This design comes from an exercise in tuning for small area on the open sky130 flow, not from production work.
In this exercise RTL edits were held to simulation tests only and were not proved equivalent to the original.
The clock port is modelled as an ideal driver, which makes a skipped or thinned clock tree look cheaper than it is; a real chip needs a root buffer or a tree.
Power figures rest on the tool's default switching activity, not on a simulated workload.

Setup of the baseline:
==> module MultTop_seq, before the edit <==
module MultTop_seq(input wire clk, input wire reset, input wire m_enable,
                   input wire [7:0] a, input wire [7:0] b,
                   output wire [3:0] an, output wire [7:0] seg);
    reg  [3:0]  mc;
    reg         rv;       
    reg  [7:0]  ar;       
    reg  [15:0] p;        
    wire m_idle = (mc == 4'd0);
    wire m_done = (mc == 4'd5);
    wire m_first = (mc == 4'd1);
    wire [7:0] addend = ar & {8{p[0]}};
    wire [8:0] cy;
    wire [7:0] sm;
    assign cy[0] = 1'b0;
    genvar gi;
    generate for (gi = 0; gi < 8; gi = gi + 1) begin : rca
        assign sm[gi] = p[8+gi] ^ addend[gi] ^ cy[gi];
        assign cy[gi+1] = (p[8+gi] & addend[gi]) | (cy[gi] & (p[8+gi] ^ addend[gi]));
    end endgenerate
    wire [8:0] sum = {cy[8], sm};
    reg  [5:0]  cn;
    wire busy = cn[5];
    wire c_idle = ~busy;
    wire lastc = busy & (&cn[4:0]);
    wire cn_b = ~busy & cn[0];           
    wire cn_0 = ~busy & ~cn[1] & ~cn[0];
    reg  [15:0] cp;       
    reg  [15:0] l;        
    reg         lt;
    reg         cz;       
    wire diff = cz ? (p != 16'd0) : (p != cp);
    wire cp_load = m_idle & rv & diff & (c_idle | (m_enable & lastc));
    wire start = c_idle & rv & (m_first | diff);
    wire clr = reset | (busy & ~|cn[4:0]);
    wire sbit = cp[~cn[4:1]] & ~reset;
    wire [15:0] li = clr ? 16'd0 : l;
    function [3:0] add3(input [3:0] d);
        add3 = {d[3] | (d[2] & (d[1] | d[0])),
                (d[3] & d[0]) | (d[2] & ~d[1] & ~d[0]),
                (d[3] & ~d[0]) | (~d[2] & d[1]) | (d[1] & d[0]),
                (d[3] & ~d[0]) | (~d[3] & ~d[2] & d[0]) | (d[2] & d[1] & ~d[0])};
    endfunction
    wire [3:0] a_hi = add3(li[15:12]);
    wire [3:0] a_lo = add3(li[11:8]);
    wire [3:0] a_3 = add3(li[7:4]);
    wire cin = cn[0] ? sbit : a_3[3];
    wire [15:0] ln = {li[7:0], a_hi[2:0], a_lo[3], a_lo[2:0], cin};
    always @(posedge clk) begin
        if (reset) mc <= 4'd0;
        else if (m_idle) mc <= {3'd0, m_enable};
        else if (m_done) mc <= 4'd0;
        else mc <= {mc[2:0], mc[3] ^ mc[2] ^ ~|mc[2:0]};
    end
    always @(posedge clk) begin
        if (reset) rv <= 1'b0;
        else if (m_done) rv <= 1'b1;
        else if (m_first) rv <= 1'b0;
        else if (m_idle & m_enable) rv <= rv & diff & lastc;
    end
    always @(posedge clk) begin
        if (m_idle) begin
            ar <= a;
            if (m_enable) p <= {8'd0, b};
        end else if (!m_done) begin
            p <= {sum, p[7:1]};
        end
    end
    always @(posedge clk) begin
        if (reset) cn <= 6'd0;
        else if (c_idle) cn <= start ? 6'd32 : {4'd0, cn[0], 1'b0};
        else if (lastc) cn <= 6'd1;
        else cn <= cn + 6'd1;
    end
    always @(posedge clk) begin
        if (cp_load) cp <= p;
        if (reset) cz <= 1'b1;
        else if (cp_load) cz <= 1'b0;
    end
    always @(posedge clk) begin
        l[15:8] <= ln[15:8];
        l[7:0] <= (busy | reset) ? ln[7:0] : l[15:8];
        lt <= busy ? ~cn[0] : ~lt;
    end
    reg [9:0] lo;
    reg [1:0] sel;
    reg       q;
    wire z9 = ~|lo[8:0];
    wire lend = lo[9] & z9;
    always @(posedge clk or posedge reset) begin
        if (reset) lo <= 10'd0;
        else lo <= {lo[8:0], lo[9] ^ lo[6] ^ z9};
    end
    wire sw = q | (lend & ~(&sel));
    wire [1:0] sel_n = reset ? 2'd0 : sel + {1'b0, sw};
    always @(posedge clk) begin
        sel <= sel_n;
        q <= lend & (&sel);
    end
    reg [3:0] d;
    reg [3:0] sv;
    wire cap0 = cn_0 & start;
    wire capm = cn_b | cap0;
    wire holdm = cn_b | (busy & (|cn[4:0]));
    wire [1:0] idx = sel + {lt, sw | capm};
    reg [3:0] mx;
    always @(*) begin
        case (idx)
            2'd0: mx = l[3:0];
            2'd1: mx = l[7:4];
            2'd2: mx = l[11:8];
            default: mx = l[15:12];
        endcase
    end
    always @(posedge clk) begin
        if (capm) sv <= mx;
        if (reset) d <= 4'd0;
        else if (holdm) begin
            if (sw) d <= sv;
        end else if (sw | ~cap0) d <= mx;
    end
    function [7:0] segdec(input [3:0] v);
        reg p7;
        begin
            p7 = ~v[1] & ~v[3] & (v[2] ^ v[0]);
            segdec = {p7,
                      v[2] & (v[1] ^ v[0]),
                      v[1] & ~v[2] & ~v[0],
                      p7 | (v[2] & v[1] & v[0]),
                      v[0] | (v[2] & ~v[1]),
                      ~v[3] & ((v[1] & v[0]) | (~v[2] & (v[1] | v[0]))),
                      ~v[3] & (v[2] ? (v[1] & v[0]) : ~v[1]),
                      ~(v[3] & (v[2] | v[1]))};
        end
    endfunction
    assign seg = segdec(d);
    assign an = ~(4'd1 << sel);
endmodule
Settings: LEC_CHECK=0, CAP_MARGIN=20, CORE_MARGIN=2, CORE_UTILIZATION=80, PLACE_DENSITY=0.9, SLEW_MARGIN=20; clock period 10.0 ns.
standard.sh (not shown) runs the stock make flow with config.mk's settings and CLKGATE_MAP_FILE= SYNTH_SCRIPT=/design/flow/synth_recipe.tcl, a recipe that flattens the netlist after the stock synthesis.
==> flow/flow/run.sh <==
#!/bin/bash
set -euo pipefail
W=$PWD
{ head -n 1 synth_recipe.tcl; cat flow/abc_override.tcl; tail -n +2 synth_recipe.tcl; } > my_synth.tcl
sed "s#SYNTH_SCRIPT=[^ ]*#SYNTH_SCRIPT=$W/my_synth.tcl#" standard.sh > my_standard.sh
grep -q "SYNTH_SCRIPT=$W/my_synth.tcl" my_standard.sh
export MY_ABC_SCRIPT=$W/flow/area.abc
export BUFFER_PORTS_ARGS="-buffer_cell sky130_fd_sc_hd__buf_1"
export PRE_CTS_TCL=$W/flow/pre_cts.tcl
export MY_NBUF=8
export MY_BUFCELL=sky130_fd_sc_hd__inv_4
export MY_ROOT=sky130_fd_sc_hd__inv_2
bash my_standard.sh > standard.log 2>&1
Other scripts of this flow, unchanged in this note and not shown: flow/flow/abc_override.tcl, flow/flow/area.abc, flow/flow/pre_cts.tcl
The baseline completed every stage of the flow, and the final layout passed the timing, design-rule and antenna checks.
--- input diff the baseline..the candidate ---
--- a/flow/design.v
+++ b/flow/design.v
@@ -80,7 +80,7 @@
     always @(posedge clk) begin
         l[15:8] <= ln[15:8];
         l[7:0] <= (busy | reset) ? ln[7:0] : l[15:8];
-        lt <= busy ? ~cn[0] : ~lt;
+        lt <= reset ? 1'b0 : busy ? ~cn[0] : ~lt;
     end
     reg [9:0] lo;
     reg [1:0] sel;
==> summary.txt <==
In terms of area share of fa/ha/maj cells after synthesis, the baseline and the candidate differ only marginally.
The candidate vs the baseline — total detailed-routing wirelength climbed by a few percent
The final reports for the candidate and the baseline show reported combinational group power lower in the former.
Compared with the baseline, in the candidate static leakage rose by about 0.3%, switching power total went down about 2%, worst setup slack after layout saw an increase, average instance area after synthesis comparable, die footprint has remained practically unchanged.
The area added between synthesis and finish was comparable across the baseline and the candidate.
No run of this note takes its clock network from TritonCTS; it comes from the design's own scripts or RTL.

-- static timing again, ports no longer ideal --
The flow's constraints put no driver on any port. The routed layouts listed below were extracted and timed again, unchanged, in two steps. Step 1, drivers: a clkbuf_16 drives clk and a buf_2 each remaining input, both assumed. Step 2 moves the port delays by t, midway between the first and last clock arrival at a register: inputs arrive t later, outputs are due t later. That takes back most of the time a late clock gives input paths. Three values: no drivers, after step 1, after step 2; two values: the first two.
run	t, ns	setup slack, ns	latest minus earliest clock arrival (ns)
the baseline	0.364	5.543 / 5.542 / 5.542	0.010 / 0.010
the candidate	0.384	5.549 / 5.549 / 5.549	0.015 / 0.015
After both steps setup and hold are still met in every run listed. For the baseline, which loses most, drivers alone change the setup slack by -0.001 ns; drivers and shift together by -0.001 ns.
